From an optimization exercise on the open Yosys and OpenROAD flow, aimed at small area and a short achievable clock period; shortcuts taken in it are not production practice.
At most, simulation tests tie the RTL to the original design; equivalence was not proved.
Function not checked in run 2: the RTL went through the layout flow alone.
Power and IR drop assume default switching activity.

==> flow/design.v (outline; a module is shown in full before it is edited, if it fits) <==
// module div_pre: 100 lines
// module div_post: 122 lines
// module alu_top: 782 lines
module alu_top (
    input clk,
    input [16-1:0] a,
    input [16-1:0] b,
    input [3:0] sel,
    output reg [16-1:0] y,
    output reg carry
);
  // ...
==> flow/flow/run.sh <==
#!/bin/bash
# Standard ORFS layout (standard.sh: unchanged synthesis, steps and SDC) with
# a larger setup slack margin for the repair steps.  At the design's 27 ns
# period every path already has slack, so without a margin the repair steps
# do nothing; with MARGIN ns they shorten every path longer than 27 - MARGIN.
set -euo pipefail
MARGIN=16.5
bash standard.sh SETUP_SLACK_MARGIN=$MARGIN  finish > standard.log 2>&1
==> flow/standard.sh <==
#!/bin/bash
# synth_recipe.tcl (not shown) runs the flow's synth.tcl, then flattens the netlist and writes it again
# the make line also repeats each setting of config.mk as NAME=value (left out here)
make -C /OpenROAD-flow-scripts/flow DESIGN_CONFIG=/design/flow/config.mk WORK_HOME=/design/flow/orfs CLKGATE_MAP_FILE= SYNTH_SCRIPT=/design/flow/synth_recipe.tcl "${@:-finish}"
==> flow/config.mk <==
export PLATFORM = sky130hd
export DESIGN_NAME = alu_top
export DESIGN_NICKNAME = alu_top
export VERILOG_FILES = /design/flow/design.v
export SDC_FILE = /design/flow/constraint.sdc
export NUM_CORES = 4
export LEC_CHECK = 0
export ABC_AREA = 1
export CAP_MARGIN = 20
export CORE_MARGIN = 2
export CORE_UTILIZATION = 55
export PLACE_DENSITY = 0.75
export SLEW_MARGIN = 20
export SYNTH_HIERARCHICAL = 1
==> flow/constraint.sdc <==
create_clock -name core_clock -period 27.0 [get_ports {clk}]
set_input_delay 5.4000 -clock core_clock [delete_from_list [all_inputs] [get_ports {clk}]]
set_output_delay 5.4000 -clock core_clock [all_outputs]
set_load 0.01 [all_outputs]
==> results.yml, run 1 <==
finish:
  layout-drive-gt1-share_pct: 13.7
  numSequentialCells: 98
  n_antenna_cell: 1
  buffers: 95
setup_path:
  worstSetupStartpoint: "b[0]"
  slowest_delay_ns: 0.66
sta:
  final.period_utilization_pct: 35.4
  worstMarginPinSlew_ns: 1.05
  setup_violations: 0
power_and_ir_drop:
  p_clk_w: 0.000125
  power_density_mw_per_mm2: 47.6
  pwr-share-seq_pct: 20.9
  p_total_w: 0.000835
global_routing:
  grtUsageMet1_pct: 41.0
  grt_max_degree: 29
synth:
  synth_area_leaders: "nand2_1 20%, fa_1 15%, dfxtp_1 12%"
  syn_area_per_cell_sq_um: 6.36
  synth_fa_ha_area_share_pct: 20.0
  synthXorXnorAreaFrac_pct: 3.92
  synth_cell_types: 63
  ys_top_cells_by_count: "889 x nand2_1, 414 x inv_1, 280 x nand3_1, 120 x fa_1, 114 x nand2_2"
outcome:
  outcome: "no timing/DRC/antenna violations"
hold_path:
  holdPathEnd: "s2_m[15]"
clocking:
  ctsResizeCount: 1
  numCtsBuffers: 9
  cts_sinks: 98
placement:
  dpl_cell_area_sq_mm: 0.0169
floorplanning:
  dieArea_sq_mm: 0.0310
routing:
  dr.pass1.iters: 9
  met3_wirelength_um: 3750
==> module div_pre, before the edit <==
module div_pre (input [15:0] a, input [15:0] b, output [5:0] r, output [5:0] q);
  wire [0:0] t15 = a[15];
  wire [0:0] p15 = ~(t15 ^ b[0:0]);
  wire [1:0] c15;
  wire G15_0 = p15[0] ? 1'b0 : b[0];
  assign c15[0] = 1'b0;
  assign c15[1] = G15_0;
  wire [0:0] d15 = ~p15 ^ c15[0:0];
  wire q15 = ~|b[15:1] & ~c15[1];
  wire [0:0] r15 = q15 ? d15[0:0] : t15;
  wire [1:0] t14 = {r15, a[14]};
  wire [1:0] p14 = ~(t14 ^ b[1:0]);
  wire [2:0] c14;
  wire G14_0 = p14[0] ? 1'b0 : b[0];
  wire G14_1 = p14[1] ? G14_0 : b[1];
  assign c14[0] = 1'b0;
  assign c14[1] = G14_0;
  assign c14[2] = G14_1;
  wire [1:0] d14 = ~p14 ^ c14[1:0];
  wire q14 = ~|b[15:2] & ~c14[2];
  wire [1:0] r14 = q14 ? d14[1:0] : t14;
  wire [2:0] t13 = {r14, a[13]};
  wire [2:0] p13 = ~(t13 ^ b[2:0]);
  wire [3:0] c13;
  wire G13_0 = p13[0] ? 1'b0 : b[0];
  wire G13_1 = p13[2] ? b[1] : b[2];
  wire P13_1 = p13[2] & p13[1];
  wire G13_2 = P13_1 ? G13_0 : G13_1;
  wire G13_3 = p13[1] ? G13_0 : b[1];
  assign c13[0] = 1'b0;
  assign c13[1] = G13_0;
  assign c13[2] = G13_3;
  assign c13[3] = G13_2;
  wire [2:0] d13 = ~p13 ^ c13[2:0];
  wire q13 = ~|b[15:3] & ~c13[3];
  wire [2:0] r13 = q13 ? d13[2:0] : t13;
  wire [3:0] t12 = {r13, a[12]};
  wire [3:0] p12 = ~(t12 ^ b[3:0]);
  wire [4:0] c12;
  wire G12_0 = p12[0] ? 1'b0 : b[0];
  wire G12_1 = p12[2] ? b[1] : b[2];
  wire P12_1 = p12[2] & p12[1];
  wire G12_2 = P12_1 ? G12_0 : G12_1;
  wire G12_3 = p12[1] ? G12_0 : b[1];
  wire G12_4 = p12[3] ? G12_2 : b[3];
  assign c12[0] = 1'b0;
  assign c12[1] = G12_0;
  assign c12[2] = G12_3;
  assign c12[3] = G12_2;
  assign c12[4] = G12_4;
  wire [3:0] d12 = ~p12 ^ c12[3:0];
  wire q12 = ~|b[15:4] & ~c12[4];
  wire [3:0] r12 = q12 ? d12[3:0] : t12;
  wire [4:0] t11 = {r12, a[11]};
  wire [4:0] p11 = ~(t11 ^ b[4:0]);
  wire [5:0] c11;
  wire G11_0 = p11[0] ? 1'b0 : b[0];
  wire G11_1 = p11[2] ? b[1] : b[2];
  wire P11_1 = p11[2] & p11[1];
  wire G11_2 = p11[4] ? b[3] : b[4];
  wire P11_2 = p11[4] & p11[3];
  wire G11_3 = P11_1 ? G11_0 : G11_1;
  wire G11_4 = P11_2 ? G11_3 : G11_2;
  wire G11_5 = p11[1] ? G11_0 : b[1];
  wire G11_6 = p11[3] ? G11_3 : b[3];
  assign c11[0] = 1'b0;
  assign c11[1] = G11_0;
  assign c11[2] = G11_5;
  assign c11[3] = G11_3;
  assign c11[4] = G11_6;
  assign c11[5] = G11_4;
  wire [4:0] d11 = ~p11 ^ c11[4:0];
  wire q11 = ~|b[15:5] & ~c11[5];
  wire [4:0] r11 = q11 ? d11[4:0] : t11;
  wire [5:0] t10 = {r11, a[10]};
  wire [5:0] p10 = ~(t10 ^ b[5:0]);
  wire [6:0] c10;
  wire G10_0 = p10[0] ? 1'b0 : b[0];
  wire G10_1 = p10[2] ? b[1] : b[2];
  wire P10_1 = p10[2] & p10[1];
  wire G10_2 = p10[4] ? b[3] : b[4];
  wire P10_2 = p10[4] & p10[3];
  wire G10_3 = P10_1 ? G10_0 : G10_1;
  wire G10_4 = P10_2 ? G10_3 : G10_2;
  wire G10_5 = p10[1] ? G10_0 : b[1];
  wire G10_6 = p10[3] ? G10_3 : b[3];
  wire G10_7 = p10[5] ? G10_4 : b[5];
  assign c10[0] = 1'b0;
  assign c10[1] = G10_0;
  assign c10[2] = G10_5;
  assign c10[3] = G10_3;
  assign c10[4] = G10_6;
  assign c10[5] = G10_4;
  assign c10[6] = G10_7;
  wire [5:0] d10 = ~p10 ^ c10[5:0];
  wire q10 = ~|b[15:6] & ~c10[6];
  wire [5:0] r10 = q10 ? d10[5:0] : t10;
  assign r = r10;
  assign q = {q15, q14, q13, q12, q11, q10};
endmodule
==> module alu_top, before the edit <==
module alu_top (
    input clk,
    input [16-1:0] a,
    input [16-1:0] b,
    input [3:0] sel,
    output reg [16-1:0] y,
    output reg carry
);
  wire [5:0] ra, qa;
  div_pre u_pre (.a(a), .b(b), .r(ra), .q(qa));
  reg [15:0] s1_a, s1_b;
  reg [3:0] s1_sel;
  reg [5:0] s1_r, s1_q;
  always @(posedge clk) begin
    s1_a <= a;
    s1_b <= b;
    s1_sel <= sel;
    s1_r <= ra;
    s1_q <= qa;
  end
  wire [6:0] t9 = {s1_r, s1_a[9]};
  wire [6:0] p9 = ~(t9 ^ s1_b[6:0]);
  wire [7:0] c9;
  wire G9_0 = p9[0] ? 1'b0 : s1_b[0];
  wire G9_1 = p9[2] ? s1_b[1] : s1_b[2];
  wire P9_1 = p9[2] & p9[1];
  wire G9_2 = p9[4] ? s1_b[3] : s1_b[4];
  wire P9_2 = p9[4] & p9[3];
  wire G9_3 = p9[6] ? s1_b[5] : s1_b[6];
  wire P9_3 = p9[6] & p9[5];
  wire G9_4 = P9_1 ? G9_0 : G9_1;
  wire G9_5 = P9_3 ? G9_2 : G9_3;
  wire P9_5 = P9_3 & P9_2;
  wire G9_6 = P9_5 ? G9_4 : G9_5;
  wire G9_7 = P9_2 ? G9_4 : G9_2;
  wire G9_8 = p9[1] ? G9_0 : s1_b[1];
  wire G9_9 = p9[3] ? G9_4 : s1_b[3];
  wire G9_10 = p9[5] ? G9_7 : s1_b[5];
  assign c9[0] = 1'b0;
  assign c9[1] = G9_0;
  assign c9[2] = G9_8;
  assign c9[3] = G9_4;
  assign c9[4] = G9_9;
  assign c9[5] = G9_7;
  assign c9[6] = G9_10;
  assign c9[7] = G9_6;
  wire [6:0] d9 = ~p9 ^ c9[6:0];
  wire q9 = ~|s1_b[15:7] & ~c9[7];
  wire [6:0] r9 = q9 ? d9[6:0] : t9;
  wire [7:0] t8 = {r9, s1_a[8]};
  wire [7:0] p8 = ~(t8 ^ s1_b[7:0]);
  wire [8:0] c8;
  wire G8_0 = p8[0] ? 1'b0 : s1_b[0];
  wire G8_1 = p8[2] ? s1_b[1] : s1_b[2];
  wire P8_1 = p8[2] & p8[1];
  wire G8_2 = p8[4] ? s1_b[3] : s1_b[4];
  wire P8_2 = p8[4] & p8[3];
  wire G8_3 = p8[6] ? s1_b[5] : s1_b[6];
  wire P8_3 = p8[6] & p8[5];
  wire G8_4 = P8_1 ? G8_0 : G8_1;
  wire G8_5 = P8_3 ? G8_2 : G8_3;
  wire P8_5 = P8_3 & P8_2;
  wire G8_6 = P8_5 ? G8_4 : G8_5;
  wire G8_7 = P8_2 ? G8_4 : G8_2;
  wire G8_8 = p8[1] ? G8_0 : s1_b[1];
  wire G8_9 = p8[3] ? G8_4 : s1_b[3];
  wire G8_10 = p8[5] ? G8_7 : s1_b[5];
  wire G8_11 = p8[7] ? G8_6 : s1_b[7];
  assign c8[0] = 1'b0;
  assign c8[1] = G8_0;
  assign c8[2] = G8_8;
  assign c8[3] = G8_4;
  assign c8[4] = G8_9;
  assign c8[5] = G8_7;
  assign c8[6] = G8_10;
  assign c8[7] = G8_6;
  assign c8[8] = G8_11;
  wire [7:0] d8 = ~p8 ^ c8[7:0];
  wire q8 = ~|s1_b[15:8] & ~c8[8];
  wire [7:0] r8 = q8 ? d8[7:0] : t8;
  wire [8:0] t7 = {r8, s1_a[7]};
  wire [8:0] p7 = ~(t7 ^ s1_b[8:0]);
  wire [9:0] c7;
  wire G7_0 = p7[0] ? 1'b0 : s1_b[0];
  wire G7_1 = p7[2] ? s1_b[1] : s1_b[2];
  wire P7_1 = p7[2] & p7[1];
  wire G7_2 = p7[4] ? s1_b[3] : s1_b[4];
  wire P7_2 = p7[4] & p7[3];
  wire G7_3 = p7[6] ? s1_b[5] : s1_b[6];
  wire P7_3 = p7[6] & p7[5];
  wire G7_4 = p7[8] ? s1_b[7] : s1_b[8];
  wire P7_4 = p7[8] & p7[7];
  wire G7_5 = P7_1 ? G7_0 : G7_1;
  wire G7_6 = P7_3 ? G7_2 : G7_3;
  wire P7_6 = P7_3 & P7_2;
  wire G7_7 = P7_6 ? G7_5 : G7_6;
  wire G7_8 = P7_2 ? G7_5 : G7_2;
  wire G7_9 = P7_4 ? G7_7 : G7_4;
  wire G7_10 = p7[1] ? G7_0 : s1_b[1];
  wire G7_11 = p7[3] ? G7_5 : s1_b[3];
  wire G7_12 = p7[5] ? G7_8 : s1_b[5];
  wire G7_13 = p7[7] ? G7_7 : s1_b[7];
  assign c7[0] = 1'b0;
  assign c7[1] = G7_0;
  assign c7[2] = G7_10;
  assign c7[3] = G7_5;
  assign c7[4] = G7_11;
  assign c7[5] = G7_8;
  assign c7[6] = G7_12;
  assign c7[7] = G7_7;
  assign c7[8] = G7_13;
  assign c7[9] = G7_9;
  wire [8:0] d7 = ~p7 ^ c7[8:0];
  wire q7 = ~|s1_b[15:9] & ~c7[9];
  wire [8:0] r7 = q7 ? d7[8:0] : t7;
  wire [9:0] t6 = {r7, s1_a[6]};
  wire [9:0] p6 = ~(t6 ^ s1_b[9:0]);
  wire [10:0] c6;
  wire G6_0 = p6[0] ? 1'b0 : s1_b[0];
  wire G6_1 = p6[2] ? s1_b[1] : s1_b[2];
  wire P6_1 = p6[2] & p6[1];
  wire G6_2 = p6[4] ? s1_b[3] : s1_b[4];
  wire P6_2 = p6[4] & p6[3];
  wire G6_3 = p6[6] ? s1_b[5] : s1_b[6];
  wire P6_3 = p6[6] & p6[5];
  wire G6_4 = p6[8] ? s1_b[7] : s1_b[8];
  wire P6_4 = p6[8] & p6[7];
  wire G6_5 = P6_1 ? G6_0 : G6_1;
  wire G6_6 = P6_3 ? G6_2 : G6_3;
  wire P6_6 = P6_3 & P6_2;
  wire G6_7 = P6_6 ? G6_5 : G6_6;
  wire G6_8 = P6_2 ? G6_5 : G6_2;
  wire G6_9 = P6_4 ? G6_7 : G6_4;
  wire G6_10 = p6[1] ? G6_0 : s1_b[1];
  wire G6_11 = p6[3] ? G6_5 : s1_b[3];
  wire G6_12 = p6[5] ? G6_8 : s1_b[5];
  wire G6_13 = p6[7] ? G6_7 : s1_b[7];
  wire G6_14 = p6[9] ? G6_9 : s1_b[9];
  assign c6[0] = 1'b0;
  assign c6[1] = G6_0;
  assign c6[2] = G6_10;
  assign c6[3] = G6_5;
  assign c6[4] = G6_11;
  assign c6[5] = G6_8;
  assign c6[6] = G6_12;
  assign c6[7] = G6_7;
  assign c6[8] = G6_13;
  assign c6[9] = G6_9;
  assign c6[10] = G6_14;
  wire [9:0] d6 = ~p6 ^ c6[9:0];
  wire q6 = ~|s1_b[15:10] & ~c6[10];
  wire [9:0] r6 = q6 ? d6[9:0] : t6;
  wire [10:0] t5 = {r6, s1_a[5]};
  wire [10:0] p5 = ~(t5 ^ s1_b[10:0]);
  wire [11:0] c5;
  wire G5_0 = p5[0] ? 1'b0 : s1_b[0];
  wire G5_1 = p5[2] ? s1_b[1] : s1_b[2];
  wire P5_1 = p5[2] & p5[1];
  wire G5_2 = p5[4] ? s1_b[3] : s1_b[4];
  wire P5_2 = p5[4] & p5[3];
  wire G5_3 = p5[6] ? s1_b[5] : s1_b[6];
  wire P5_3 = p5[6] & p5[5];
  wire G5_4 = p5[8] ? s1_b[7] : s1_b[8];
  wire P5_4 = p5[8] & p5[7];
  wire G5_5 = p5[10] ? s1_b[9] : s1_b[10];
  wire P5_5 = p5[10] & p5[9];
  wire G5_6 = P5_1 ? G5_0 : G5_1;
  wire G5_7 = P5_3 ? G5_2 : G5_3;
  wire P5_7 = P5_3 & P5_2;
  wire G5_8 = P5_5 ? G5_4 : G5_5;
  wire P5_8 = P5_5 & P5_4;
  wire G5_9 = P5_7 ? G5_6 : G5_7;
  wire G5_10 = P5_8 ? G5_9 : G5_8;
  wire G5_11 = P5_2 ? G5_6 : G5_2;
  wire G5_12 = P5_4 ? G5_9 : G5_4;
  wire G5_13 = p5[1] ? G5_0 : s1_b[1];
  wire G5_14 = p5[3] ? G5_6 : s1_b[3];
  wire G5_15 = p5[5] ? G5_11 : s1_b[5];
  wire G5_16 = p5[7] ? G5_9 : s1_b[7];
  wire G5_17 = p5[9] ? G5_12 : s1_b[9];
  assign c5[0] = 1'b0;
  assign c5[1] = G5_0;
  assign c5[2] = G5_13;
  assign c5[3] = G5_6;
  assign c5[4] = G5_14;
  assign c5[5] = G5_11;
  assign c5[6] = G5_15;
  assign c5[7] = G5_9;
  assign c5[8] = G5_16;
  assign c5[9] = G5_12;
  assign c5[10] = G5_17;
  assign c5[11] = G5_10;
  wire [10:0] d5 = ~p5 ^ c5[10:0];
  wire q5 = ~|s1_b[15:11] & ~c5[11];
  wire [10:0] r5 = q5 ? d5[10:0] : t5;
  wire [11:0] t4 = {r5, s1_a[4]};
  wire [11:0] p4 = ~(t4 ^ s1_b[11:0]);
  wire [12:0] c4;
  wire G4_0 = p4[0] ? 1'b0 : s1_b[0];
  wire G4_1 = p4[2] ? s1_b[1] : s1_b[2];
  wire P4_1 = p4[2] & p4[1];
  wire G4_2 = p4[4] ? s1_b[3] : s1_b[4];
  wire P4_2 = p4[4] & p4[3];
  wire G4_3 = p4[6] ? s1_b[5] : s1_b[6];
  wire P4_3 = p4[6] & p4[5];
  wire G4_4 = p4[8] ? s1_b[7] : s1_b[8];
  wire P4_4 = p4[8] & p4[7];
  wire G4_5 = p4[10] ? s1_b[9] : s1_b[10];
  wire P4_5 = p4[10] & p4[9];
  wire G4_6 = P4_1 ? G4_0 : G4_1;
  wire G4_7 = P4_3 ? G4_2 : G4_3;
  wire P4_7 = P4_3 & P4_2;
  wire G4_8 = P4_5 ? G4_4 : G4_5;
  wire P4_8 = P4_5 & P4_4;
  wire G4_9 = P4_7 ? G4_6 : G4_7;
  wire G4_10 = P4_8 ? G4_9 : G4_8;
  wire G4_11 = P4_2 ? G4_6 : G4_2;
  wire G4_12 = P4_4 ? G4_9 : G4_4;
  wire G4_13 = p4[1] ? G4_0 : s1_b[1];
  wire G4_14 = p4[3] ? G4_6 : s1_b[3];
  wire G4_15 = p4[5] ? G4_11 : s1_b[5];
  wire G4_16 = p4[7] ? G4_9 : s1_b[7];
  wire G4_17 = p4[9] ? G4_12 : s1_b[9];
  wire G4_18 = p4[11] ? G4_10 : s1_b[11];
  assign c4[0] = 1'b0;
  assign c4[1] = G4_0;
  assign c4[2] = G4_13;
  assign c4[3] = G4_6;
  assign c4[4] = G4_14;
  assign c4[5] = G4_11;
  assign c4[6] = G4_15;
  assign c4[7] = G4_9;
  assign c4[8] = G4_16;
  assign c4[9] = G4_12;
  assign c4[10] = G4_17;
  assign c4[11] = G4_10;
  assign c4[12] = G4_18;
  wire [11:0] d4 = ~p4 ^ c4[11:0];
  wire q4 = ~|s1_b[15:12] & ~c4[12];
  wire [11:0] r4 = q4 ? d4[11:0] : t4;
  wire [12:0] t3 = {r4, s1_a[3]};
  wire [12:0] p3 = ~(t3 ^ s1_b[12:0]);
  wire [13:0] c3;
  wire G3_0 = p3[0] ? 1'b0 : s1_b[0];
  wire G3_1 = p3[2] ? s1_b[1] : s1_b[2];
  wire P3_1 = p3[2] & p3[1];
  wire G3_2 = p3[4] ? s1_b[3] : s1_b[4];
  wire P3_2 = p3[4] & p3[3];
  wire G3_3 = p3[6] ? s1_b[5] : s1_b[6];
  wire P3_3 = p3[6] & p3[5];
  wire G3_4 = p3[8] ? s1_b[7] : s1_b[8];
  wire P3_4 = p3[8] & p3[7];
  wire G3_5 = p3[10] ? s1_b[9] : s1_b[10];
  wire P3_5 = p3[10] & p3[9];
  wire G3_6 = p3[12] ? s1_b[11] : s1_b[12];
  wire P3_6 = p3[12] & p3[11];
  wire G3_7 = P3_1 ? G3_0 : G3_1;
  wire G3_8 = P3_3 ? G3_2 : G3_3;
  wire P3_8 = P3_3 & P3_2;
  wire G3_9 = P3_5 ? G3_4 : G3_5;
  wire P3_9 = P3_5 & P3_4;
  wire G3_10 = P3_8 ? G3_7 : G3_8;
  wire G3_11 = P3_9 ? G3_10 : G3_9;
  wire G3_12 = P3_2 ? G3_7 : G3_2;
  wire G3_13 = P3_4 ? G3_10 : G3_4;
  wire G3_14 = P3_6 ? G3_11 : G3_6;
  wire G3_15 = p3[1] ? G3_0 : s1_b[1];
  wire G3_16 = p3[3] ? G3_7 : s1_b[3];
  wire G3_17 = p3[5] ? G3_12 : s1_b[5];
  wire G3_18 = p3[7] ? G3_10 : s1_b[7];
  wire G3_19 = p3[9] ? G3_13 : s1_b[9];
  wire G3_20 = p3[11] ? G3_11 : s1_b[11];
  assign c3[0] = 1'b0;
  assign c3[1] = G3_0;
  assign c3[2] = G3_15;
  assign c3[3] = G3_7;
  assign c3[4] = G3_16;
  assign c3[5] = G3_12;
  assign c3[6] = G3_17;
  assign c3[7] = G3_10;
  assign c3[8] = G3_18;
  assign c3[9] = G3_13;
  assign c3[10] = G3_19;
  assign c3[11] = G3_11;
  assign c3[12] = G3_20;
  assign c3[13] = G3_14;
  wire [12:0] d3 = ~p3 ^ c3[12:0];
  wire q3 = ~|s1_b[15:13] & ~c3[13];
  wire [12:0] r3 = q3 ? d3[12:0] : t3;
  wire [13:0] t2 = {r3, s1_a[2]};
  wire [13:0] p2 = ~(t2 ^ s1_b[13:0]);
  wire [14:0] c2;
  wire G2_0 = p2[0] ? 1'b0 : s1_b[0];
  wire G2_1 = p2[2] ? s1_b[1] : s1_b[2];
  wire P2_1 = p2[2] & p2[1];
  wire G2_2 = p2[4] ? s1_b[3] : s1_b[4];
  wire P2_2 = p2[4] & p2[3];
  wire G2_3 = p2[6] ? s1_b[5] : s1_b[6];
  wire P2_3 = p2[6] & p2[5];
  wire G2_4 = p2[8] ? s1_b[7] : s1_b[8];
  wire P2_4 = p2[8] & p2[7];
  wire G2_5 = p2[10] ? s1_b[9] : s1_b[10];
  wire P2_5 = p2[10] & p2[9];
  wire G2_6 = p2[12] ? s1_b[11] : s1_b[12];
  wire P2_6 = p2[12] & p2[11];
  wire G2_7 = P2_1 ? G2_0 : G2_1;
  wire G2_8 = P2_3 ? G2_2 : G2_3;
  wire P2_8 = P2_3 & P2_2;
  wire G2_9 = P2_5 ? G2_4 : G2_5;
  wire P2_9 = P2_5 & P2_4;
  wire G2_10 = P2_8 ? G2_7 : G2_8;
  wire G2_11 = P2_9 ? G2_10 : G2_9;
  wire G2_12 = P2_2 ? G2_7 : G2_2;
  wire G2_13 = P2_4 ? G2_10 : G2_4;
  wire G2_14 = P2_6 ? G2_11 : G2_6;
  wire G2_15 = p2[1] ? G2_0 : s1_b[1];
  wire G2_16 = p2[3] ? G2_7 : s1_b[3];
  wire G2_17 = p2[5] ? G2_12 : s1_b[5];
  wire G2_18 = p2[7] ? G2_10 : s1_b[7];
  wire G2_19 = p2[9] ? G2_13 : s1_b[9];
  wire G2_20 = p2[11] ? G2_11 : s1_b[11];
  wire G2_21 = p2[13] ? G2_14 : s1_b[13];
  assign c2[0] = 1'b0;
  assign c2[1] = G2_0;
  assign c2[2] = G2_15;
  assign c2[3] = G2_7;
  assign c2[4] = G2_16;
  assign c2[5] = G2_12;
  assign c2[6] = G2_17;
  assign c2[7] = G2_10;
  assign c2[8] = G2_18;
  assign c2[9] = G2_13;
  assign c2[10] = G2_19;
  assign c2[11] = G2_11;
  assign c2[12] = G2_20;
  assign c2[13] = G2_14;
  assign c2[14] = G2_21;
  wire [13:0] d2 = ~p2 ^ c2[13:0];
  wire q2 = ~|s1_b[15:14] & ~c2[14];
  wire [13:0] r2 = q2 ? d2[13:0] : t2;
  wire [13:0] rb = r2;
  wire [9:2] qb = {q9, q8, q7, q6, q5, q4, q3, q2};
  wire [15:0] o;
  wire co;
  wire [16:0] sc, dc; wire [16:0] sum; wire [15:0] dif;
  assign sc[0] = 1'b0; assign dc[0] = 1'b1;
  genvar k;
  generate for (k = 0; k < 16; k = k + 1) begin : rip
    assign sum[k] = s1_a[k] ^ s1_b[k] ^ sc[k];
    assign sc[k+1] = (s1_a[k] & s1_b[k]) | (sc[k] & (s1_a[k] ^ s1_b[k]));
    assign dif[k] = s1_a[k] ^ ~s1_b[k] ^ dc[k];
    assign dc[k+1] = (s1_a[k] & ~s1_b[k]) | (dc[k] & ~(s1_a[k] ^ s1_b[k]));
  end endgenerate
  assign sum[16] = sc[16];
  assign co = sum[16];
  wire [15:0] prod;
  wire pp0_0 = s1_a[0] & s1_b[0];
  wire pp0_1 = s1_a[1] & s1_b[0];
  wire pp0_2 = s1_a[2] & s1_b[0];
  wire pp0_3 = s1_a[3] & s1_b[0];
  wire pp0_4 = s1_a[4] & s1_b[0];
  wire pp0_5 = s1_a[5] & s1_b[0];
  wire pp0_6 = s1_a[6] & s1_b[0];
  wire pp0_7 = s1_a[7] & s1_b[0];
  wire pp0_8 = s1_a[8] & s1_b[0];
  wire pp0_9 = s1_a[9] & s1_b[0];
  wire pp0_10 = s1_a[10] & s1_b[0];
  wire pp0_11 = s1_a[11] & s1_b[0];
  wire pp0_12 = s1_a[12] & s1_b[0];
  wire pp0_13 = s1_a[13] & s1_b[0];
  wire pp0_14 = s1_a[14] & s1_b[0];
  wire pp0_15 = s1_a[15] & s1_b[0];
  wire pp1_0 = s1_a[0] & s1_b[1];
  wire pp1_1 = s1_a[1] & s1_b[1];
  wire pp1_2 = s1_a[2] & s1_b[1];
  wire pp1_3 = s1_a[3] & s1_b[1];
  wire pp1_4 = s1_a[4] & s1_b[1];
  wire pp1_5 = s1_a[5] & s1_b[1];
  wire pp1_6 = s1_a[6] & s1_b[1];
  wire pp1_7 = s1_a[7] & s1_b[1];
  wire pp1_8 = s1_a[8] & s1_b[1];
  wire pp1_9 = s1_a[9] & s1_b[1];
  wire pp1_10 = s1_a[10] & s1_b[1];
  wire pp1_11 = s1_a[11] & s1_b[1];
  wire pp1_12 = s1_a[12] & s1_b[1];
  wire pp1_13 = s1_a[13] & s1_b[1];
  wire pp1_14 = s1_a[14] & s1_b[1];
  wire pp2_0 = s1_a[0] & s1_b[2];
  wire pp2_1 = s1_a[1] & s1_b[2];
  wire pp2_2 = s1_a[2] & s1_b[2];
  wire pp2_3 = s1_a[3] & s1_b[2];
  wire pp2_4 = s1_a[4] & s1_b[2];
  wire pp2_5 = s1_a[5] & s1_b[2];
  wire pp2_6 = s1_a[6] & s1_b[2];
  wire pp2_7 = s1_a[7] & s1_b[2];
  wire pp2_8 = s1_a[8] & s1_b[2];
  wire pp2_9 = s1_a[9] & s1_b[2];
  wire pp2_10 = s1_a[10] & s1_b[2];
  wire pp2_11 = s1_a[11] & s1_b[2];
  wire pp2_12 = s1_a[12] & s1_b[2];
  wire pp2_13 = s1_a[13] & s1_b[2];
  wire pp3_0 = s1_a[0] & s1_b[3];
  wire pp3_1 = s1_a[1] & s1_b[3];
  wire pp3_2 = s1_a[2] & s1_b[3];
  wire pp3_3 = s1_a[3] & s1_b[3];
  wire pp3_4 = s1_a[4] & s1_b[3];
  wire pp3_5 = s1_a[5] & s1_b[3];
  wire pp3_6 = s1_a[6] & s1_b[3];
  wire pp3_7 = s1_a[7] & s1_b[3];
  wire pp3_8 = s1_a[8] & s1_b[3];
  wire pp3_9 = s1_a[9] & s1_b[3];
  wire pp3_10 = s1_a[10] & s1_b[3];
  wire pp3_11 = s1_a[11] & s1_b[3];
  wire pp3_12 = s1_a[12] & s1_b[3];
  wire pp4_0 = s1_a[0] & s1_b[4];
  wire pp4_1 = s1_a[1] & s1_b[4];
  wire pp4_2 = s1_a[2] & s1_b[4];
  wire pp4_3 = s1_a[3] & s1_b[4];
  wire pp4_4 = s1_a[4] & s1_b[4];
  wire pp4_5 = s1_a[5] & s1_b[4];
  wire pp4_6 = s1_a[6] & s1_b[4];
  wire pp4_7 = s1_a[7] & s1_b[4];
  wire pp4_8 = s1_a[8] & s1_b[4];
  wire pp4_9 = s1_a[9] & s1_b[4];
  wire pp4_10 = s1_a[10] & s1_b[4];
  wire pp4_11 = s1_a[11] & s1_b[4];
  wire pp5_0 = s1_a[0] & s1_b[5];
  wire pp5_1 = s1_a[1] & s1_b[5];
  wire pp5_2 = s1_a[2] & s1_b[5];
  wire pp5_3 = s1_a[3] & s1_b[5];
  wire pp5_4 = s1_a[4] & s1_b[5];
  wire pp5_5 = s1_a[5] & s1_b[5];
  wire pp5_6 = s1_a[6] & s1_b[5];
  wire pp5_7 = s1_a[7] & s1_b[5];
  wire pp5_8 = s1_a[8] & s1_b[5];
  wire pp5_9 = s1_a[9] & s1_b[5];
  wire pp5_10 = s1_a[10] & s1_b[5];
  wire pp6_0 = s1_a[0] & s1_b[6];
  wire pp6_1 = s1_a[1] & s1_b[6];
  wire pp6_2 = s1_a[2] & s1_b[6];
  wire pp6_3 = s1_a[3] & s1_b[6];
  wire pp6_4 = s1_a[4] & s1_b[6];
  wire pp6_5 = s1_a[5] & s1_b[6];
  wire pp6_6 = s1_a[6] & s1_b[6];
  wire pp6_7 = s1_a[7] & s1_b[6];
  wire pp6_8 = s1_a[8] & s1_b[6];
  wire pp6_9 = s1_a[9] & s1_b[6];
  wire pp7_0 = s1_a[0] & s1_b[7];
  wire pp7_1 = s1_a[1] & s1_b[7];
  wire pp7_2 = s1_a[2] & s1_b[7];
  wire pp7_3 = s1_a[3] & s1_b[7];
  wire pp7_4 = s1_a[4] & s1_b[7];
  wire pp7_5 = s1_a[5] & s1_b[7];
  wire pp7_6 = s1_a[6] & s1_b[7];
  wire pp7_7 = s1_a[7] & s1_b[7];
  wire pp7_8 = s1_a[8] & s1_b[7];
  wire pp8_0 = s1_a[0] & s1_b[8];
  wire pp8_1 = s1_a[1] & s1_b[8];
  wire pp8_2 = s1_a[2] & s1_b[8];
  wire pp8_3 = s1_a[3] & s1_b[8];
  wire pp8_4 = s1_a[4] & s1_b[8];
  wire pp8_5 = s1_a[5] & s1_b[8];
  wire pp8_6 = s1_a[6] & s1_b[8];
  wire pp8_7 = s1_a[7] & s1_b[8];
  wire pp9_0 = s1_a[0] & s1_b[9];
  wire pp9_1 = s1_a[1] & s1_b[9];
  wire pp9_2 = s1_a[2] & s1_b[9];
  wire pp9_3 = s1_a[3] & s1_b[9];
  wire pp9_4 = s1_a[4] & s1_b[9];
  wire pp9_5 = s1_a[5] & s1_b[9];
  wire pp9_6 = s1_a[6] & s1_b[9];
  wire pp10_0 = s1_a[0] & s1_b[10];
  wire pp10_1 = s1_a[1] & s1_b[10];
  wire pp10_2 = s1_a[2] & s1_b[10];
  wire pp10_3 = s1_a[3] & s1_b[10];
  wire pp10_4 = s1_a[4] & s1_b[10];
  wire pp10_5 = s1_a[5] & s1_b[10];
  wire pp11_0 = s1_a[0] & s1_b[11];
  wire pp11_1 = s1_a[1] & s1_b[11];
  wire pp11_2 = s1_a[2] & s1_b[11];
  wire pp11_3 = s1_a[3] & s1_b[11];
  wire pp11_4 = s1_a[4] & s1_b[11];
  wire pp12_0 = s1_a[0] & s1_b[12];
  wire pp12_1 = s1_a[1] & s1_b[12];
  wire pp12_2 = s1_a[2] & s1_b[12];
  wire pp12_3 = s1_a[3] & s1_b[12];
  wire pp13_0 = s1_a[0] & s1_b[13];
  wire pp13_1 = s1_a[1] & s1_b[13];
  wire pp13_2 = s1_a[2] & s1_b[13];
  wire pp14_0 = s1_a[0] & s1_b[14];
  wire pp14_1 = s1_a[1] & s1_b[14];
  wire pp15_0 = s1_a[0] & s1_b[15];
  wire fs0 = pp0_2 ^ pp1_1 ^ pp2_0;
  wire fc0 = (pp0_2 & pp1_1) | (pp0_2 & pp2_0) | (pp1_1 & pp2_0);
  wire fs1 = pp0_3 ^ pp1_2 ^ pp2_1;
  wire fc1 = (pp0_3 & pp1_2) | (pp0_3 & pp2_1) | (pp1_2 & pp2_1);
  wire fs2 = pp0_4 ^ pp1_3 ^ pp2_2;
  wire fc2 = (pp0_4 & pp1_3) | (pp0_4 & pp2_2) | (pp1_3 & pp2_2);
  wire fs3 = pp0_5 ^ pp1_4 ^ pp2_3;
  wire fc3 = (pp0_5 & pp1_4) | (pp0_5 & pp2_3) | (pp1_4 & pp2_3);
  wire fs4 = pp3_2 ^ pp4_1 ^ pp5_0;
  wire fc4 = (pp3_2 & pp4_1) | (pp3_2 & pp5_0) | (pp4_1 & pp5_0);
  wire fs5 = pp0_6 ^ pp1_5 ^ pp2_4;
  wire fc5 = (pp0_6 & pp1_5) | (pp0_6 & pp2_4) | (pp1_5 & pp2_4);
  wire fs6 = pp3_3 ^ pp4_2 ^ pp5_1;
  wire fc6 = (pp3_3 & pp4_2) | (pp3_3 & pp5_1) | (pp4_2 & pp5_1);
  wire fs7 = pp0_7 ^ pp1_6 ^ pp2_5;
  wire fc7 = (pp0_7 & pp1_6) | (pp0_7 & pp2_5) | (pp1_6 & pp2_5);
  wire fs8 = pp3_4 ^ pp4_3 ^ pp5_2;
  wire fc8 = (pp3_4 & pp4_3) | (pp3_4 & pp5_2) | (pp4_3 & pp5_2);
  wire fs9 = pp0_8 ^ pp1_7 ^ pp2_6;
  wire fc9 = (pp0_8 & pp1_7) | (pp0_8 & pp2_6) | (pp1_7 & pp2_6);
  wire fs10 = pp3_5 ^ pp4_4 ^ pp5_3;
  wire fc10 = (pp3_5 & pp4_4) | (pp3_5 & pp5_3) | (pp4_4 & pp5_3);
  wire fs11 = pp6_2 ^ pp7_1 ^ pp8_0;
  wire fc11 = (pp6_2 & pp7_1) | (pp6_2 & pp8_0) | (pp7_1 & pp8_0);
  wire fs12 = pp0_9 ^ pp1_8 ^ pp2_7;
  wire fc12 = (pp0_9 & pp1_8) | (pp0_9 & pp2_7) | (pp1_8 & pp2_7);
  wire fs13 = pp3_6 ^ pp4_5 ^ pp5_4;
  wire fc13 = (pp3_6 & pp4_5) | (pp3_6 & pp5_4) | (pp4_5 & pp5_4);
  wire fs14 = pp6_3 ^ pp7_2 ^ pp8_1;
  wire fc14 = (pp6_3 & pp7_2) | (pp6_3 & pp8_1) | (pp7_2 & pp8_1);
  wire fs15 = pp0_10 ^ pp1_9 ^ pp2_8;
  wire fc15 = (pp0_10 & pp1_9) | (pp0_10 & pp2_8) | (pp1_9 & pp2_8);
  wire fs16 = pp3_7 ^ pp4_6 ^ pp5_5;
  wire fc16 = (pp3_7 & pp4_6) | (pp3_7 & pp5_5) | (pp4_6 & pp5_5);
  wire fs17 = pp6_4 ^ pp7_3 ^ pp8_2;
  wire fc17 = (pp6_4 & pp7_3) | (pp6_4 & pp8_2) | (pp7_3 & pp8_2);
  wire fs18 = pp0_11 ^ pp1_10 ^ pp2_9;
  wire fc18 = (pp0_11 & pp1_10) | (pp0_11 & pp2_9) | (pp1_10 & pp2_9);
  wire fs19 = pp3_8 ^ pp4_7 ^ pp5_6;
  wire fc19 = (pp3_8 & pp4_7) | (pp3_8 & pp5_6) | (pp4_7 & pp5_6);
  wire fs20 = pp6_5 ^ pp7_4 ^ pp8_3;
  wire fc20 = (pp6_5 & pp7_4) | (pp6_5 & pp8_3) | (pp7_4 & pp8_3);
  wire fs21 = pp9_2 ^ pp10_1 ^ pp11_0;
  wire fc21 = (pp9_2 & pp10_1) | (pp9_2 & pp11_0) | (pp10_1 & pp11_0);
  wire fs22 = pp0_12 ^ pp1_11 ^ pp2_10;
  wire fc22 = (pp0_12 & pp1_11) | (pp0_12 & pp2_10) | (pp1_11 & pp2_10);
  wire fs23 = pp3_9 ^ pp4_8 ^ pp5_7;
  wire fc23 = (pp3_9 & pp4_8) | (pp3_9 & pp5_7) | (pp4_8 & pp5_7);
  wire fs24 = pp6_6 ^ pp7_5 ^ pp8_4;
  wire fc24 = (pp6_6 & pp7_5) | (pp6_6 & pp8_4) | (pp7_5 & pp8_4);
  wire fs25 = pp9_3 ^ pp10_2 ^ pp11_1;
  wire fc25 = (pp9_3 & pp10_2) | (pp9_3 & pp11_1) | (pp10_2 & pp11_1);
  wire fs26 = pp0_13 ^ pp1_12 ^ pp2_11;
  wire fc26 = (pp0_13 & pp1_12) | (pp0_13 & pp2_11) | (pp1_12 & pp2_11);
  wire fs27 = pp3_10 ^ pp4_9 ^ pp5_8;
  wire fc27 = (pp3_10 & pp4_9) | (pp3_10 & pp5_8) | (pp4_9 & pp5_8);
  wire fs28 = pp6_7 ^ pp7_6 ^ pp8_5;
  wire fc28 = (pp6_7 & pp7_6) | (pp6_7 & pp8_5) | (pp7_6 & pp8_5);
  wire fs29 = pp9_4 ^ pp10_3 ^ pp11_2;
  wire fc29 = (pp9_4 & pp10_3) | (pp9_4 & pp11_2) | (pp10_3 & pp11_2);
  wire fs30 = pp0_14 ^ pp1_13 ^ pp2_12;
  wire fc30 = (pp0_14 & pp1_13) | (pp0_14 & pp2_12) | (pp1_13 & pp2_12);
  wire fs31 = pp3_11 ^ pp4_10 ^ pp5_9;
  wire fc31 = (pp3_11 & pp4_10) | (pp3_11 & pp5_9) | (pp4_10 & pp5_9);
  wire fs32 = pp6_8 ^ pp7_7 ^ pp8_6;
  wire fc32 = (pp6_8 & pp7_7) | (pp6_8 & pp8_6) | (pp7_7 & pp8_6);
  wire fs33 = pp9_5 ^ pp10_4 ^ pp11_3;
  wire fc33 = (pp9_5 & pp10_4) | (pp9_5 & pp11_3) | (pp10_4 & pp11_3);
  wire fs34 = pp12_2 ^ pp13_1 ^ pp14_0;
  wire fc34 = (pp12_2 & pp13_1) | (pp12_2 & pp14_0) | (pp13_1 & pp14_0);
  wire fs35 = pp0_15 ^ pp1_14 ^ pp2_13;
  wire fc35 = (pp0_15 & pp1_14) | (pp0_15 & pp2_13) | (pp1_14 & pp2_13);
  wire fs36 = pp3_12 ^ pp4_11 ^ pp5_10;
  wire fc36 = (pp3_12 & pp4_11) | (pp3_12 & pp5_10) | (pp4_11 & pp5_10);
  wire fs37 = pp6_9 ^ pp7_8 ^ pp8_7;
  wire fc37 = (pp6_9 & pp7_8) | (pp6_9 & pp8_7) | (pp7_8 & pp8_7);
  wire fs38 = pp9_6 ^ pp10_5 ^ pp11_4;
  wire fc38 = (pp9_6 & pp10_5) | (pp9_6 & pp11_4) | (pp10_5 & pp11_4);
  wire fs39 = pp12_3 ^ pp13_2 ^ pp14_1;
  wire fc39 = (pp12_3 & pp13_2) | (pp12_3 & pp14_1) | (pp13_2 & pp14_1);
  wire fs40 = fc0 ^ fs1 ^ pp3_0;
  wire fc40 = (fc0 & fs1) | (fc0 & pp3_0) | (fs1 & pp3_0);
  wire fs41 = fc1 ^ fs2 ^ pp3_1;
  wire fc41 = (fc1 & fs2) | (fc1 & pp3_1) | (fs2 & pp3_1);
  wire fs42 = fc2 ^ fs3 ^ fs4;
  wire fc42 = (fc2 & fs3) | (fc2 & fs4) | (fs3 & fs4);
  wire fs43 = fc3 ^ fc4 ^ fs5;
  wire fc43 = (fc3 & fc4) | (fc3 & fs5) | (fc4 & fs5);
  wire fs44 = fc5 ^ fc6 ^ fs7;
  wire fc44 = (fc5 & fc6) | (fc5 & fs7) | (fc6 & fs7);
  wire fs45 = fs8 ^ pp6_1 ^ pp7_0;
  wire fc45 = (fs8 & pp6_1) | (fs8 & pp7_0) | (pp6_1 & pp7_0);
  wire fs46 = fc7 ^ fc8 ^ fs9;
  wire fc46 = (fc7 & fc8) | (fc7 & fs9) | (fc8 & fs9);
  wire fs47 = fc9 ^ fc10 ^ fc11;
  wire fc47 = (fc9 & fc10) | (fc9 & fc11) | (fc10 & fc11);
  wire fs48 = fs12 ^ fs13 ^ fs14;
  wire fc48 = (fs12 & fs13) | (fs12 & fs14) | (fs13 & fs14);
  wire fs49 = fc12 ^ fc13 ^ fc14;
  wire fc49 = (fc12 & fc13) | (fc12 & fc14) | (fc13 & fc14);
  wire fs50 = fs15 ^ fs16 ^ fs17;
  wire fc50 = (fs15 & fs16) | (fs15 & fs17) | (fs16 & fs17);
  wire fs51 = fc15 ^ fc16 ^ fc17;
  wire fc51 = (fc15 & fc16) | (fc15 & fc17) | (fc16 & fc17);
  wire fs52 = fs18 ^ fs19 ^ fs20;
  wire fc52 = (fs18 & fs19) | (fs18 & fs20) | (fs19 & fs20);
  wire fs53 = fc18 ^ fc19 ^ fc20;
  wire fc53 = (fc18 & fc19) | (fc18 & fc20) | (fc19 & fc20);
  wire fs54 = fc21 ^ fs22 ^ fs23;
  wire fc54 = (fc21 & fs22) | (fc21 & fs23) | (fs22 & fs23);
  wire fs55 = fs24 ^ fs25 ^ pp12_0;
  wire fc55 = (fs24 & fs25) | (fs24 & pp12_0) | (fs25 & pp12_0);
  wire fs56 = fc22 ^ fc23 ^ fc24;
  wire fc56 = (fc22 & fc23) | (fc22 & fc24) | (fc23 & fc24);
  wire fs57 = fc25 ^ fs26 ^ fs27;
  wire fc57 = (fc25 & fs26) | (fc25 & fs27) | (fs26 & fs27);
  wire fs58 = fs28 ^ fs29 ^ pp12_1;
  wire fc58 = (fs28 & fs29) | (fs28 & pp12_1) | (fs29 & pp12_1);
  wire fs59 = fc26 ^ fc27 ^ fc28;
  wire fc59 = (fc26 & fc27) | (fc26 & fc28) | (fc27 & fc28);
  wire fs60 = fc29 ^ fs30 ^ fs31;
  wire fc60 = (fc29 & fs30) | (fc29 & fs31) | (fs30 & fs31);
  wire fs61 = fs32 ^ fs33 ^ fs34;
  wire fc61 = (fs32 & fs33) | (fs32 & fs34) | (fs33 & fs34);
  wire fs62 = fc30 ^ fc31 ^ fc32;
  wire fc62 = (fc30 & fc31) | (fc30 & fc32) | (fc31 & fc32);
  wire fs63 = fc33 ^ fc34 ^ fs35;
  wire fc63 = (fc33 & fc34) | (fc33 & fs35) | (fc34 & fs35);
  wire fs64 = fs36 ^ fs37 ^ fs38;
  wire fc64 = (fs36 & fs37) | (fs36 & fs38) | (fs37 & fs38);
  wire fs65 = fc40 ^ fs41 ^ pp4_0;
  wire fc65 = (fc40 & fs41) | (fc40 & pp4_0) | (fs41 & pp4_0);
  wire fs66 = fc42 ^ fs43 ^ fs6;
  wire fc66 = (fc42 & fs43) | (fc42 & fs6) | (fs43 & fs6);
  wire fs67 = fc43 ^ fs44 ^ fs45;
  wire fc67 = (fc43 & fs44) | (fc43 & fs45) | (fs44 & fs45);
  wire fs68 = fc44 ^ fc45 ^ fs46;
  wire fc68 = (fc44 & fc45) | (fc44 & fs46) | (fc45 & fs46);
  wire fs69 = fc46 ^ fs47 ^ fs48;
  wire fc69 = (fc46 & fs47) | (fc46 & fs48) | (fs47 & fs48);
  wire fs70 = fc47 ^ fc48 ^ fs49;
  wire fc70 = (fc47 & fc48) | (fc47 & fs49) | (fc48 & fs49);
  wire fs71 = fs50 ^ pp9_1 ^ pp10_0;
  wire fc71 = (fs50 & pp9_1) | (fs50 & pp10_0) | (pp9_1 & pp10_0);
  wire fs72 = fc49 ^ fc50 ^ fs51;
  wire fc72 = (fc49 & fc50) | (fc49 & fs51) | (fc50 & fs51);
  wire fs73 = fc51 ^ fc52 ^ fs53;
  wire fc73 = (fc51 & fc52) | (fc51 & fs53) | (fc52 & fs53);
  wire fs74 = fc53 ^ fc54 ^ fc55;
  wire fc74 = (fc53 & fc54) | (fc53 & fc55) | (fc54 & fc55);
  wire fs75 = fs56 ^ fs57 ^ fs58;
  wire fc75 = (fs56 & fs57) | (fs56 & fs58) | (fs57 & fs58);
  wire fs76 = fc56 ^ fc57 ^ fc58;
  wire fc76 = (fc56 & fc57) | (fc56 & fc58) | (fc57 & fc58);
  wire fs77 = fs59 ^ fs60 ^ fs61;
  wire fc77 = (fs59 & fs60) | (fs59 & fs61) | (fs60 & fs61);
  wire fs78 = fc59 ^ fc60 ^ fc61;
  wire fc78 = (fc59 & fc60) | (fc59 & fc61) | (fc60 & fc61);
  wire fs79 = fs62 ^ fs63 ^ fs64;
  wire fc79 = (fs62 & fs63) | (fs62 & fs64) | (fs63 & fs64);
  wire fs80 = fc65 ^ fc41 ^ fs42;
  wire fc80 = (fc65 & fc41) | (fc65 & fs42) | (fc41 & fs42);
  wire fs81 = fc67 ^ fs68 ^ fs10;
  wire fc81 = (fc67 & fs68) | (fc67 & fs10) | (fs68 & fs10);
  wire fs82 = fc68 ^ fs69 ^ pp9_0;
  wire fc82 = (fc68 & fs69) | (fc68 & pp9_0) | (fs69 & pp9_0);
  wire fs83 = fc69 ^ fs70 ^ fs71;
  wire fc83 = (fc69 & fs70) | (fc69 & fs71) | (fs70 & fs71);
  wire fs84 = fc70 ^ fc71 ^ fs72;
  wire fc84 = (fc70 & fc71) | (fc70 & fs72) | (fc71 & fs72);
  wire fs85 = fc72 ^ fs73 ^ fs54;
  wire fc85 = (fc72 & fs73) | (fc72 & fs54) | (fs73 & fs54);
  wire fs86 = fc73 ^ fs74 ^ fs75;
  wire fc86 = (fc73 & fs74) | (fc73 & fs75) | (fs74 & fs75);
  wire fs87 = fc74 ^ fc75 ^ fs76;
  wire fc87 = (fc74 & fc75) | (fc74 & fs76) | (fc75 & fs76);
  wire fs88 = fc76 ^ fc77 ^ fs78;
  wire fc88 = (fc76 & fc77) | (fc76 & fs78) | (fc77 & fs78);
  wire fs89 = fs79 ^ fs39 ^ pp15_0;
  wire fc89 = (fs79 & fs39) | (fs79 & pp15_0) | (fs39 & pp15_0);
  wire fs90 = fc80 ^ fs66 ^ pp6_0;
  wire fc90 = (fc80 & fs66) | (fc80 & pp6_0) | (fs66 & pp6_0);
  wire fs91 = fc83 ^ fs84 ^ fs52;
  wire fc91 = (fc83 & fs84) | (fc83 & fs52) | (fs84 & fs52);
  wire fs92 = fc84 ^ fs85 ^ fs55;
  wire fc92 = (fc84 & fs85) | (fc84 & fs55) | (fs85 & fs55);
  wire fs93 = fc85 ^ fs86 ^ pp13_0;
  wire fc93 = (fc85 & fs86) | (fc85 & pp13_0) | (fs86 & pp13_0);
  wire fs94 = fc86 ^ fs87 ^ fs77;
  wire fc94 = (fc86 & fs87) | (fc86 & fs77) | (fs87 & fs77);
  wire fs95 = fc87 ^ fs88 ^ fs89;
  wire fc95 = (fc87 & fs88) | (fc87 & fs89) | (fs88 & fs89);
  wire fs96 = fc90 ^ fc66 ^ fs67;
  wire fc96 = (fc90 & fc66) | (fc90 & fs67) | (fc66 & fs67);
  wire fs97 = fc96 ^ fs81 ^ fs11;
  wire fc97 = (fc96 & fs81) | (fc96 & fs11) | (fs81 & fs11);
  wire fs98 = fc97 ^ fc81 ^ fs82;
  wire fc98 = (fc97 & fc81) | (fc97 & fs82) | (fc81 & fs82);
  wire fs99 = fc98 ^ fc82 ^ fs83;
  wire fc99 = (fc98 & fc82) | (fc98 & fs83) | (fc82 & fs83);
  wire fs100 = fc99 ^ fs91 ^ fs21;
  wire fc100 = (fc99 & fs91) | (fc99 & fs21) | (fs91 & fs21);
  wire fs101 = fc100 ^ fc91 ^ fs92;
  wire fc101 = (fc100 & fc91) | (fc100 & fs92) | (fc91 & fs92);
  wire fs102 = fc101 ^ fc92 ^ fs93;
  wire fc102 = (fc101 & fc92) | (fc101 & fs93) | (fc92 & fs93);
  wire fs103 = fc102 ^ fc93 ^ fs94;
  wire fc103 = (fc102 & fc93) | (fc102 & fs94) | (fc93 & fs94);
  wire fs104 = fc103 ^ fc94 ^ fs95;
  wire fc104 = (fc103 & fc94) | (fc103 & fs95) | (fc94 & fs95);
  assign prod[0] = pp0_0;
  wire hs105 = pp0_1 ^ pp1_0;
  wire hc105 = pp0_1 & pp1_0;
  assign prod[1] = hs105;
  wire hs106 = fs0 ^ hc105;
  wire hc106 = fs0 & hc105;
  assign prod[2] = hs106;
  wire hs107 = fs40 ^ hc106;
  wire hc107 = fs40 & hc106;
  assign prod[3] = hs107;
  wire hs108 = fs65 ^ hc107;
  wire hc108 = fs65 & hc107;
  assign prod[4] = hs108;
  wire hs109 = fs80 ^ hc108;
  wire hc109 = fs80 & hc108;
  assign prod[5] = hs109;
  wire hs110 = fs90 ^ hc109;
  wire hc110 = fs90 & hc109;
  assign prod[6] = hs110;
  wire hs111 = fs96 ^ hc110;
  wire hc111 = fs96 & hc110;
  assign prod[7] = hs111;
  wire hs112 = fs97 ^ hc111;
  wire hc112 = fs97 & hc111;
  assign prod[8] = hs112;
  wire hs113 = fs98 ^ hc112;
  wire hc113 = fs98 & hc112;
  assign prod[9] = hs113;
  wire hs114 = fs99 ^ hc113;
  wire hc114 = fs99 & hc113;
  assign prod[10] = hs114;
  wire hs115 = fs100 ^ hc114;
  wire hc115 = fs100 & hc114;
  assign prod[11] = hs115;
  wire hs116 = fs101 ^ hc115;
  wire hc116 = fs101 & hc115;
  assign prod[12] = hs116;
  wire hs117 = fs102 ^ hc116;
  wire hc117 = fs102 & hc116;
  assign prod[13] = hs117;
  wire hs118 = fs103 ^ hc117;
  wire hc118 = fs103 & hc117;
  assign prod[14] = hs118;
  wire hs119 = fs104 ^ hc118;
  wire hc119 = fs104 & hc118;
  assign prod[15] = hs119;
  wire s_add = (s1_sel == 4'b0000) | (s1_sel[3:1] == 3'b111);
  wire s_sub = s1_sel == 4'b0001;
  wire s_mul = s1_sel == 4'b0010;
  wire s_shl = s1_sel == 4'b0100;
  wire s_shr = s1_sel == 4'b0101;
  wire s_rl = s1_sel == 4'b0110;
  wire s_rr = s1_sel == 4'b0111;
  wire s_lg = s1_sel[3] & ~(s1_sel[2] & s1_sel[1]);
  wire l_g = s_lg & ((s1_sel[2:0] == 3'b000) | (s1_sel[2:0] == 3'b001) | (s1_sel[2:0] == 3'b011) | (s1_sel[2:0] == 3'b100));
  wire l_p = s_lg & ((s1_sel[2:0] == 3'b001) | (s1_sel[2:0] == 3'b010) | (s1_sel[2:0] == 3'b011) | (s1_sel[2:0] == 3'b101));
  wire l_n = s_lg & ((s1_sel[2:0] == 3'b011) | (s1_sel[2:0] == 3'b100) | (s1_sel[2:0] == 3'b101));
  wire [15:0] bg = s1_a & s1_b, bp = s1_a ^ s1_b;
  wire [15:0] lo = {16{l_n}} ^ (({16{l_g}} & bg) | ({16{l_p}} & bp));
  wire [15:0] sh = ({16{s_shl}} & {s1_a[14:0], 1'b0}) | ({16{s_shr}} & {1'b0, s1_a[15:1]})
                 | ({16{s_rl}} & {8'b0, s1_a[6:0], s1_a[7]}) | ({16{s_rr}} & {8'b0, s1_a[0], s1_a[7:1]});
  assign o = ({16{s_add}} & sum[15:0]) | ({16{s_sub}} & dif) | ({16{s_mul}} & prod) | sh | lo;
  wire isdiv = s1_sel == 4'b0011;
  reg [15:0] s2_m;         
  reg [13:0] s2_r;
  reg [1:0] s2_a;
  reg [15:0] s2_b;
  reg s2_div;
  always @(posedge clk) begin
    s2_m <= isdiv ? {s1_q, qb, o[1:0]} : o;
    s2_r <= rb;
    s2_a <= s1_a[1:0];
    s2_b <= s1_b;
    s2_div <= isdiv;
    carry <= co;
  end
  wire [1:0] qc;
  div_post u_post (.a(s2_a), .b(s2_b), .rin(s2_r), .q(qc));
  always @* y = {s2_m[15:2], s2_div ? qc : s2_m[1:0]};
endmodule
==> run 2: changes to the inputs <==
--- a/flow/design.v
+++ b/flow/design.v
@@ -1,4 +1,4 @@
-module div_pre (input [15:0] a, input [15:0] b, output [5:0] r, output [5:0] q);
+module div_pre (input [15:0] a, input [15:0] b, output [6:0] r, output [6:0] q);
   wire [0:0] t15 = a[15];
   wire [0:0] p15 = ~(t15 ^ b[0:0]);
   wire [1:0] c15;
@@ -95,8 +95,37 @@
   wire [5:0] d10 = ~p10 ^ c10[5:0];
   wire q10 = ~|b[15:6] & ~c10[6];
   wire [5:0] r10 = q10 ? d10[5:0] : t10;
-  assign r = r10;
-  assign q = {q15, q14, q13, q12, q11, q10};
+  wire [6:0] t9 = {r10, a[9]};
+  wire [6:0] p9 = ~(t9 ^ b[6:0]);
+  wire [7:0] c9;
+  wire G9_0 = p9[0] ? 1'b0 : b[0];
+  wire G9_1 = p9[2] ? b[1] : b[2];
+  wire P9_1 = p9[2] & p9[1];
+  wire G9_2 = p9[4] ? b[3] : b[4];
+  wire P9_2 = p9[4] & p9[3];
+  wire G9_3 = p9[6] ? b[5] : b[6];
+  wire P9_3 = p9[6] & p9[5];
+  wire G9_4 = P9_1 ? G9_0 : G9_1;
+  wire G9_5 = P9_3 ? G9_2 : G9_3;
+  wire P9_5 = P9_3 & P9_2;
+  wire G9_6 = P9_5 ? G9_4 : G9_5;
+  wire G9_7 = P9_2 ? G9_4 : G9_2;
+  wire G9_8 = p9[1] ? G9_0 : b[1];
+  wire G9_9 = p9[3] ? G9_4 : b[3];
+  wire G9_10 = p9[5] ? G9_7 : b[5];
+  assign c9[0] = 1'b0;
+  assign c9[1] = G9_0;
+  assign c9[2] = G9_8;
+  assign c9[3] = G9_4;
+  assign c9[4] = G9_9;
+  assign c9[5] = G9_7;
+  assign c9[6] = G9_10;
+  assign c9[7] = G9_6;
+  wire [6:0] d9 = ~p9 ^ c9[6:0];
+  wire q9 = ~|b[15:7] & ~c9[7];
+  wire [6:0] r9 = q9 ? d9[6:0] : t9;
+  assign r = r9;
+  assign q = {q15, q14, q13, q12, q11, q10, q9};
 endmodule
 module div_post (input [1:0] a, input [15:0] b, input [13:0] rin, output [1:0] q);
   wire [14:0] t1 = {rin, a[1]};
@@ -228,11 +257,11 @@
     output reg [16-1:0] y,
     output reg carry
 );
-  wire [5:0] ra, qa;
+  wire [6:0] ra, qa;
   div_pre u_pre (.a(a), .b(b), .r(ra), .q(qa));
   reg [15:0] s1_a, s1_b;
   reg [3:0] s1_sel;
-  reg [5:0] s1_r, s1_q;
+  reg [6:0] s1_r, s1_q;
   always @(posedge clk) begin
     s1_a <= a;
     s1_b <= b;
@@ -240,36 +269,7 @@
     s1_r <= ra;
     s1_q <= qa;
   end
-  wire [6:0] t9 = {s1_r, s1_a[9]};
-  wire [6:0] p9 = ~(t9 ^ s1_b[6:0]);
-  wire [7:0] c9;
-  wire G9_0 = p9[0] ? 1'b0 : s1_b[0];
-  wire G9_1 = p9[2] ? s1_b[1] : s1_b[2];
-  wire P9_1 = p9[2] & p9[1];
-  wire G9_2 = p9[4] ? s1_b[3] : s1_b[4];
-  wire P9_2 = p9[4] & p9[3];
-  wire G9_3 = p9[6] ? s1_b[5] : s1_b[6];
-  wire P9_3 = p9[6] & p9[5];
-  wire G9_4 = P9_1 ? G9_0 : G9_1;
-  wire G9_5 = P9_3 ? G9_2 : G9_3;
-  wire P9_5 = P9_3 & P9_2;
-  wire G9_6 = P9_5 ? G9_4 : G9_5;
-  wire G9_7 = P9_2 ? G9_4 : G9_2;
-  wire G9_8 = p9[1] ? G9_0 : s1_b[1];
-  wire G9_9 = p9[3] ? G9_4 : s1_b[3];
-  wire G9_10 = p9[5] ? G9_7 : s1_b[5];
-  assign c9[0] = 1'b0;
-  assign c9[1] = G9_0;
-  assign c9[2] = G9_8;
-  assign c9[3] = G9_4;
-  assign c9[4] = G9_9;
-  assign c9[5] = G9_7;
-  assign c9[6] = G9_10;
-  assign c9[7] = G9_6;
-  wire [6:0] d9 = ~p9 ^ c9[6:0];
-  wire q9 = ~|s1_b[15:7] & ~c9[7];
-  wire [6:0] r9 = q9 ? d9[6:0] : t9;
-  wire [7:0] t8 = {r9, s1_a[8]};
+  wire [7:0] t8 = {s1_r, s1_a[8]};
   wire [7:0] p8 = ~(t8 ^ s1_b[7:0]);
   wire [8:0] c8;
   wire G8_0 = p8[0] ? 1'b0 : s1_b[0];
@@ -561,7 +561,7 @@
   wire q2 = ~|s1_b[15:14] & ~c2[14];
   wire [13:0] r2 = q2 ? d2[13:0] : t2;
   wire [13:0] rb = r2;
-  wire [9:2] qb = {q9, q8, q7, q6, q5, q4, q3, q2};
+  wire [8:2] qb = {q8, q7, q6, q5, q4, q3, q2};
   wire [15:0] o;
   wire co;
   wire [16:0] sc, dc; wire [16:0] sum; wire [15:0] dif;
--- a/flow/flow/run.sh
+++ b/flow/flow/run.sh
@@ -4,5 +4,5 @@
 # period every path already has slack, so without a margin the repair steps
 # do nothing; with MARGIN ns they shorten every path longer than 27 - MARGIN.
 set -euo pipefail
-MARGIN=16.5
+MARGIN=17
 bash standard.sh SETUP_SLACK_MARGIN=$MARGIN  finish > standard.log 2>&1
--- a/flow/config.mk
+++ b/flow/config.mk
@@ -9,6 +9,5 @@
 export CAP_MARGIN = 20
 export CORE_MARGIN = 2
 export CORE_UTILIZATION = 55
-export PLACE_DENSITY = 0.75
 export SLEW_MARGIN = 20
 export SYNTH_HIERARCHICAL = 1
==> run 2 against run 1 <==
Still clean. Area after synthesis is 5.1% higher. Via count fell by 1.7%. First-iteration DRC count down 22%. Critical path depth increased by 7. Sequential cell count grew 2. Setup slack got worse by 0.30 ns. Non-clock buffer count grew 29. Clock skew is 0.0091 ns lower. Total power grew 7.6%. Count of clock-buffer cells in the layout unchanged. Sequential share of layout area is 0.56 points lower. Critical endpoint is now s1_r[6]. Largest cell class unchanged.
==> results.yml, run 2 <==
clocking:
  cts_buffer_depth: 2
  numCtsBuffers: 9
  cts_sinks: 100
  cts.clk_slew.worst_paths_ns: 0.08
  clkLatencyLatePin_ns: 0.37
  clockRootBuffer: "clkbuf_16"
  htreeDepth: 3
  cts_tree: "yes"
floorplanning:
  row_count: 64
  initial_core_util_pct: 56.0
  pin_count: 54
  dieArea_sq_mm: 0.0326
  dieWidth_um: 180
  core_area_sq_mm: 0.0306
  dieHeight_um: 180
routing:
  vias_per_cell: 5.28
  drc: 0
  vias: 16000
  wire_per_inst_um: 16.5
  drt-total-wl_um: 50000
  drtIter0Drc: 1094
  ant_nets: 0
  dr.pass1.iters: 6
synth:
  synth_top_family_by_area: "simple AND/OR/NAND/NOR gates"
  synth_edf_count: 0
  synth_compound_area_share_pct: 5.15
  muxShareOfSynthArea_pct: 0.132
  yosys_warnings: 7
  ys_ff_latch: 100
  netlist.area_leader.share_pct: 18.2
  seq_area_frac_synth_pct: 11.7
  syn_inst: 2570
  synth_area_leaders: "nand2_1 18%, fa_1 14%, dfxtp_1 12%"
  synthXorXnorAreaFrac_pct: 3.58
  syn-cell-area_sq_mm: 0.0171
  yosys.area.top_type: "nand2_1"
  synth_nets: 2794
  ys_top_cells_by_count: "830 x nand2_1, 392 x inv_1, 248 x nand3_1, 174 x nand2_2, 120 x fa_1"
  synth_fa_ha_area_share_pct: 18.9
  synth_ff_type: "dfxtp_1"
  postSynth.asyncResetShare_pct: 0
  synthSimpleGateAreaFrac_pct: 45.9
  syn_area_per_cell_sq_um: 6.66
  yosysMostFrequentCell: "nand2_1"
  synth_cell_types: 68
finish:
  final_cell_mix: "787 x nand2_1, 386 x inv_1, 230 x nand3_1"
  nets: 2850
  layout-drive-gt1-share_pct: 23.5
  n_antenna_cell: 0
  syn2layout_area_growth_pct: 9.90
  layoutNonFillerInstCount: 3027
  final_common_cell: "nand2_1"
setup_path:
  setup.worst_path.start_class: "input pin"
  worstSetupPathType: "input pin to register"
  worst_ep_arrival_time_ns: 10.13
  crit_path_end_kind: "register"
  worstReg2RegStart: "s1_b[9]"
  path_common_cell: "nand2_2"
  critPathMaxFanout: 10
  slowest_delay_ns: 0.28
  crit_family: "simple AND/OR/NAND/NOR gates"
  required_ns: 27.27
  path_buf_inv: 4
  crit_path_top_delay_cell: "or2_4"
  worstSetupStartpoint: "b[1]"
power_and_ir_drop:
  leakage_nw: 10.3
  ir_drop_mv: 0.0429
  power_density_mw_per_mm2: 47.7
sta:
  drv_slew: 0
  final.period_utilization_pct: 36.5
  finalHoldViolCount: 0
  slew_headroom_pct: 44.3
  setup_tns_ns: 0
  setup_violations: 0
  worstMarginPinSlew_ns: 0.834
  grt_setup_unrepaired: "no"
  clock.fmax_mhz: 101
  fin_crit_ns: 9.86
  setup_slack_ns: 17.14
  final.setup_skew_ns: 0.0150
placement:
  dp_worst_setup_slack_ns: 15.91
  port_buffers: 53
  detailed_place_hpwl_um: 37600
  post-place-cells: 2963
  routabilityCongestion: 0.967
hold_path:
  hold_path.class: "register to register"
  min_from: "s1_q[6]"
job:
  cap_viol_max_count: 0
global_routing:
  groute.usage.overall_pct: 30.6
  grt_pass1_vias: 15300
  antenna_found_initial: 0
  grt_pass1_wl_um: 79400
  grt_max_degree: 27
  gr-total-overflow: 0
outcome:
  outcome: "no timing/DRC/antenna violations"
[run 2: changes by cell type in the layout (fill, tap and decap cells not counted), sizes merged, moves of 6 or more]
cell and delta:
dlymetal6s2s +6, buf +36, nor2 -8, clkinv -8, clkdlybuf4s50 -18, a21oi -9
nand2 +33
[run 2: final timing paths]
path | to | slack [ns] | cells past startpoint
min reg2reg | s2_m[15] | 0.46 | 1
min | s2_m[15] | 0.46 | 1
max | s1_r[6] | 17.14 | 45
max reg2reg | s2_r[10] | 17.88 | 73
[run 2: worst reg2reg max path, delay by kind of cell (launching register included)]
family,cells,cell delay [ns]
simple gates,61,6.68
flops,1,0.30
compound gates,3,0.75
buf+inv,9,1.26
[run 2: power by group]
| part | internal, W | switching (W) |
|---|---|---|
| combinational | 0.000230 | 0.000359 |
| clock | 0.0000727 | 0.0000610 |
| sequential | 0.000163 | 0.0000125 |
| total | 0.000465 | 0.000433 |
[run 2: layout make-up]
cell class / instances / area (sq um)
clock buffer: 10 / 229
clock inverter: 6 / 68.8
fill: 2954 / 11800
inverter: 461 / 1820
multi-input combinational: 1930 / 13100
sequential: 100 / 2010
tap: 396 / 495
timing repair buffer: 124 / 1050
[run 2: kinds of logic (layout without fill, tap and decap cells)]
kind of cell	after synthesis	count (layout)
compound gates	125	125
mux	2	2
buf+inv	543	601
flops	100	100
simple gates	1543	1546
fa+ha+maj	187	187
xor+xnor	70	70
[run 2: stage by stage]
stage	instance area [sq um]	hold WS [ns]	utilization, %	power [W]
final	18800	0.459	61.5	0.000898
after global routing	18800	0.475	61.5	0.000990
after CTS	18000	0.460	58.9	0.000888
after detailed placement	17600	0.451	57.7	0.000745
after global placement	17600	0.450	57.7	0.000742
after floorplan	17100	0.354	-	0.000598
[run 2: modules after synthesis (local to each module, per instance)]
module,cells inside,area (sq um),times used,flip-flops and latches
alu_top,1887,13700,1,100
div_pre,372,2030,1,0
div_post,311,1440,1,0
[run 2: metal layers]
| metal | GRT usage, % | vias to the layer above | routed length [um] |
|---|---|---|---|
| met3 | 4.57 | 72 | 2600 |
| met2 | 51.3 | 436 | 23600 |
| met5 | 0 | - | 0 |
| met4 | 9.26 | 0 | 1200 |
| met1 | 40.9 | 7501 | 22600 |
| li1 | - | 7980 | - |
[run 2: timing repair]
item,4_1_cts,5_1_grt
hold buffers,0,0
pin swaps,5,66
buffers inserted,3,42
resized for setup,26,170
setup endpoints to repair,22,23
cloned,1,2

## afterwards: timing with drivers on the ports
No port has a modelled driver above. Below, the same layouts with a new extraction and two added sets of constraints. Step 1 (the two cells are an assumption about what drives the block):
set clk [get_ports {clk}]
set_driving_cell -lib_cell sky130_fd_sc_hd__clkbuf_16 $clk
set_driving_cell -lib_cell sky130_fd_sc_hd__buf_2 [delete_from_list [all_inputs] $clk]
Step 2, shift: input delay + t, output delay - t, t = (earliest + latest rising clock arrival at the registers) / 2. This alone moves slack from input paths to output paths. Three values: ideal, step 1, step 2; two values: the first two.
run | t (ns) | setup slack, ns | clock arrival spread, ns
run 1 | 0.409 | 17.446 / 17.469 / 17.066 | 0.025 / 0.025
run 2 | 0.420 | 17.142 / 17.176 / 16.755 | 0.015 / 0.015
After both steps setup and hold are still met in every run listed. For run 2, which loses most, drivers alone change the setup slack by +0.034 ns; drivers and shift together by -0.387 ns.
